This design comes from an exercise in tuning for small area and a short achievable clock period on the open sky130 flow, not from production work.
No driver is modelled on the clock port, so clock power and skew are understated where the tree is cut down; a real chip needs a root buffer or a tree.
Power is estimated from default activity; no workload was simulated.

## CPU
module CPU (clk, input_8bit, output_8bit, cmd_addr, cmd_8bit, rst);
Size in the first run: about 280 cells after synthesis, about 0.0032 mm^2 of cells after synthesis.
export LEC_CHECK = 0
export CAP_MARGIN = 20
export CORE_MARGIN = 2
export CORE_UTILIZATION = 40
export SETUP_SLACK_MARGIN = 2.4
export SLEW_MARGIN = 20
create_clock -name core_clock -period 6.0 [get_ports {clk}]
standard.sh (not shown) runs the stock make flow with config.mk's settings and CLKGATE_MAP_FILE= SYNTH_SCRIPT=/design/flow/synth_recipe.tcl, a recipe that flattens the netlist after the stock synthesis.
==> flow/flow/run.sh <==
#!/bin/bash
# Own layout flow: the standard ORFS flow (standard.sh), with these changes:
#  - synthesis is the standard flow's synthesis script unchanged except for the abc script
#    (flow/abc.script, an area-oriented mapping) and any extra abc options
#    in flow/abc_args (cells abc may not use); registers are mapped by the
#    same dfflibmap step before abc, so their names and cells are unchanged;
#  - extra ORFS make variables, one per line, from flow/make_args
#    (port buffer cell, clock tree options, kept modules); @W@ in a line
#    stands for the work folder.
#  - optionally (flow/late_margin) a different setup slack margin for the
#    steps after clock tree synthesis.
# Every tool's output goes to flow.log (and flow_finish.log) in the work folder, and ORFS writes its
# own per-step logs under orfs/logs.
set -euo pipefail
W=$(pwd)
extra=""
[[ -f "$W/flow/abc_args" ]] && extra=$(tr '\n' ' ' < "$W/flow/abc_args")
sed 's#log_cmd abc {\*}\$abc_args#log_cmd abc -script '"$W"'/flow/abc.script {*}[lrange $abc_args 2 end] '"$extra"'#' \
  "$FLOW_HOME/scripts/synth.tcl" > "$W/my_synth.tcl"
grep -q 'flow/abc.script' "$W/my_synth.tcl"
sed "s#source \$::env(SCRIPTS_DIR)/synth.tcl#source $W/my_synth.tcl#" "$W/synth_recipe.tcl" > "$W/my_synth_recipe.tcl"
grep -q 'my_synth.tcl' "$W/my_synth_recipe.tcl"
sed "s#SYNTH_SCRIPT=[^ ]*#SYNTH_SCRIPT=$W/my_synth_recipe.tcl#" "$W/standard.sh" > "$W/my_standard.sh"
grep -q 'my_synth_recipe.tcl' "$W/my_standard.sh"
args=()
if [[ -f "$W/flow/make_args" ]]; then
  while IFS= read -r line; do
    [[ -n "$line" && "$line" != \#* ]] && args+=("${line//@W@/$W}")
  done < "$W/flow/make_args"
fi
if [[ -f "$W/flow/late_margin" ]]; then
  # up to clock tree synthesis with config.mk's SETUP_SLACK_MARGIN, the rest
  # (global route's repair) with the margin in flow/late_margin
  bash "$W/my_standard.sh" "${args[@]}" cts > "$W/flow.log" 2>&1
  bash "$W/my_standard.sh" "${args[@]}" "SETUP_SLACK_MARGIN=$(tr -d ' \n' < "$W/flow/late_margin")" finish > "$W/flow_finish.log" 2>&1
else
  bash "$W/my_standard.sh" "${args[@]}" finish > "$W/flow.log" 2>&1
fi
Other scripts of this flow, unchanged in this note and not shown: flow/flow/abc.script, flow/flow/make_args, flow/flow/pre_cts.tcl
Next try:
==> flow/flow/late_margin (new file) <==
2.3
--- a/flow/config.mk
+++ b/flow/config.mk
@@ -11 +11 @@
-export SETUP_SLACK_MARGIN = 2.4
+export SETUP_SLACK_MARGIN = 2.5
Cell area goes down by 0.31%.
Global-route usage grows by 0.17 points.
Sequential power barely changes.
No functional check of the RTL was part of any run of this note. In every run of this note, the design's own scripts or RTL, not TritonCTS, make the clock network.

CPU, a different RTL version from the one above (not shown whole).
For scale: about 320 cells after synthesis, ~65 flip-flops, ~34 I/O pins.
clock: 6.0 ns
lec_check: 0
cap_margin: 20
core_margin: 2
core_utilization: 40
setup_slack_margin: 2.0
slew_margin: 20
run.sh (not shown) runs the stock make flow with config.mk's settings and CLKGATE_MAP_FILE= SYNTH_SCRIPT=/design/flow/synth_recipe.tcl, a recipe that flattens the netlist after the stock synthesis.
Stock flow here: none of the scripts above is used.
The baseline completed without violations.
Edit:
==> flow/flow/run.sh (new file) <==
#!/bin/bash
# Own layout flow: the standard ORFS flow, with two changes:
#  - synthesis is the standard flow's synthesis script unchanged except for the abc script
#    (flow/abc.script, an area-oriented mapping); registers are mapped by the
#    same dfflibmap step before abc, so their names and cells are unchanged;
#  - port buffers are sky130_fd_sc_hd__buf_2 instead of buffer_ports' default.
# Every tool's output goes to a log file in the work folder (and ORFS's own
# per-step logs under orfs/logs).
set -euo pipefail
W=$(pwd)
sed 's#log_cmd abc {\*}\$abc_args#log_cmd abc -script '"$W"'/flow/abc.script {*}[lrange $abc_args 2 end]#' \
  "$FLOW_HOME/scripts/synth.tcl" > "$W/my_synth.tcl"
grep -q 'flow/abc.script' "$W/my_synth.tcl"
sed "s#source \$::env(SCRIPTS_DIR)/synth.tcl#source $W/my_synth.tcl#" "$W/synth_recipe.tcl" > "$W/my_synth_recipe.tcl"
grep -q 'my_synth.tcl' "$W/my_synth_recipe.tcl"
sed "s#SYNTH_SCRIPT=[^ ]*#SYNTH_SCRIPT=$W/my_synth_recipe.tcl#" "$W/standard.sh" > "$W/my_standard.sh"
grep -q 'my_synth_recipe.tcl' "$W/my_standard.sh"
bash "$W/my_standard.sh" "BUFFER_PORTS_ARGS=-buffer_cell sky130_fd_sc_hd__buf_2" finish > "$W/flow.log" 2>&1
==> flow/flow/abc.script (new file) <==
strash
&get -n
&dch
&nf -R 1000 -p
&put
==> flow/standard.sh (new file) <==
#!/bin/bash
# synth_recipe.tcl (not shown) runs the flow's synth.tcl, then flattens the netlist and writes it again
# the make line also repeats each setting of config.mk as NAME=value (left out here)
make -C /OpenROAD-flow-scripts/flow DESIGN_CONFIG=/design/flow/config.mk WORK_HOME=/design/flow/orfs CLKGATE_MAP_FILE= SYNTH_SCRIPT=/design/flow/synth_recipe.tcl "${@:-finish}"
- CORE_UTILIZATION: 40 -> 65
- SETUP_SLACK_MARGIN: 2.0 -> 2.3
removed: flow/run.sh
The new run passed the timing, DRC and antenna checks.
Global-route usage went up by 12 points.
Final cell count decreases by 13%.
Maximum frequency rose by 0.52%.
Edit:
- CORE_UTILIZATION: 65 -> 40
- SETUP_SLACK_MARGIN: 2.3 -> 2.5
Outcome: Final area goes up by a few percent. Die area goes up by well over a third. First-iteration DRC count went down by about a fifth. Combinational power rose by a few percent. Wire length goes up by roughly a tenth. Area after synthesis is unchanged. Maximum frequency goes up by a few percent. Global-route usage went down by 11 points.
Edit:
==> flow/run.sh (new file) <==
#!/bin/bash
# synth_recipe.tcl (not shown) runs the flow's synth.tcl, then flattens the netlist and writes it again
# the make line also repeats each setting of config.mk as NAME=value (left out here)
make -C /OpenROAD-flow-scripts/flow DESIGN_CONFIG=/design/flow/config.mk WORK_HOME=/design/flow/orfs CLKGATE_MAP_FILE= SYNTH_SCRIPT=/design/flow/synth_recipe.tcl finish
removed: flow/flow/run.sh
removed: flow/flow/abc.script
removed: flow/standard.sh
The new run finished with timing, DRC and antenna clean.
Via count rose by a little under a tenth.
Clock power fell by roughly a tenth.
Routed wire length rose by about a fifth.
Final area rose by about a fifth.
No functional check of the RTL was part of any run of this note.

-- port drivers added, routing unchanged --
Ports are ideal in the flow. The routed layouts listed here were re-timed in OpenROAD. Step 1, drivers: a clkbuf_16 drives clk and a buf_2 each remaining input, both assumed. Step 2 moves the port delays by t, midway between the first and last clock arrival at a register: inputs arrive t later, outputs are due t later. That takes back most of the time a late clock gives input paths. Three values: ideal, step 1, step 2; two values: the first two.
run | t, ns | setup slack, ns | hold WS [ns] | pins driven straight from the clock port
the first run of note 1 | 0.207 | 2.473 / 2.440 / 2.438 | 0.468 / 0.468 / 0.468 | 4
the second run of note 1 | 0.208 | 2.494 / 2.466 / 2.466 | 0.468 / 0.468 / 0.468 | 4
the first run of note 2 | 0.378 | 2.133 / 2.112 / 2.036 | 0.469 / 0.469 / 0.469 | 1
the second run of note 2 | 0.359 | 2.153 / 2.102 / 2.102 | 0.472 / 0.472 / 0.472 | 1
the third run of note 2 | 0.369 | 2.253 / 2.207 / 2.207 | 0.471 / 0.471 / 0.471 | 1
the fourth run of note 2 | 0.375 | 2.462 / 2.287 / 2.287 | 0.469 / 0.469 / 0.469 | 1
After both steps setup and hold are still met in every run listed. For the fourth run of note 2, which loses most, drivers alone change the setup slack by -0.175 ns; drivers and shift together by -0.175 ns.
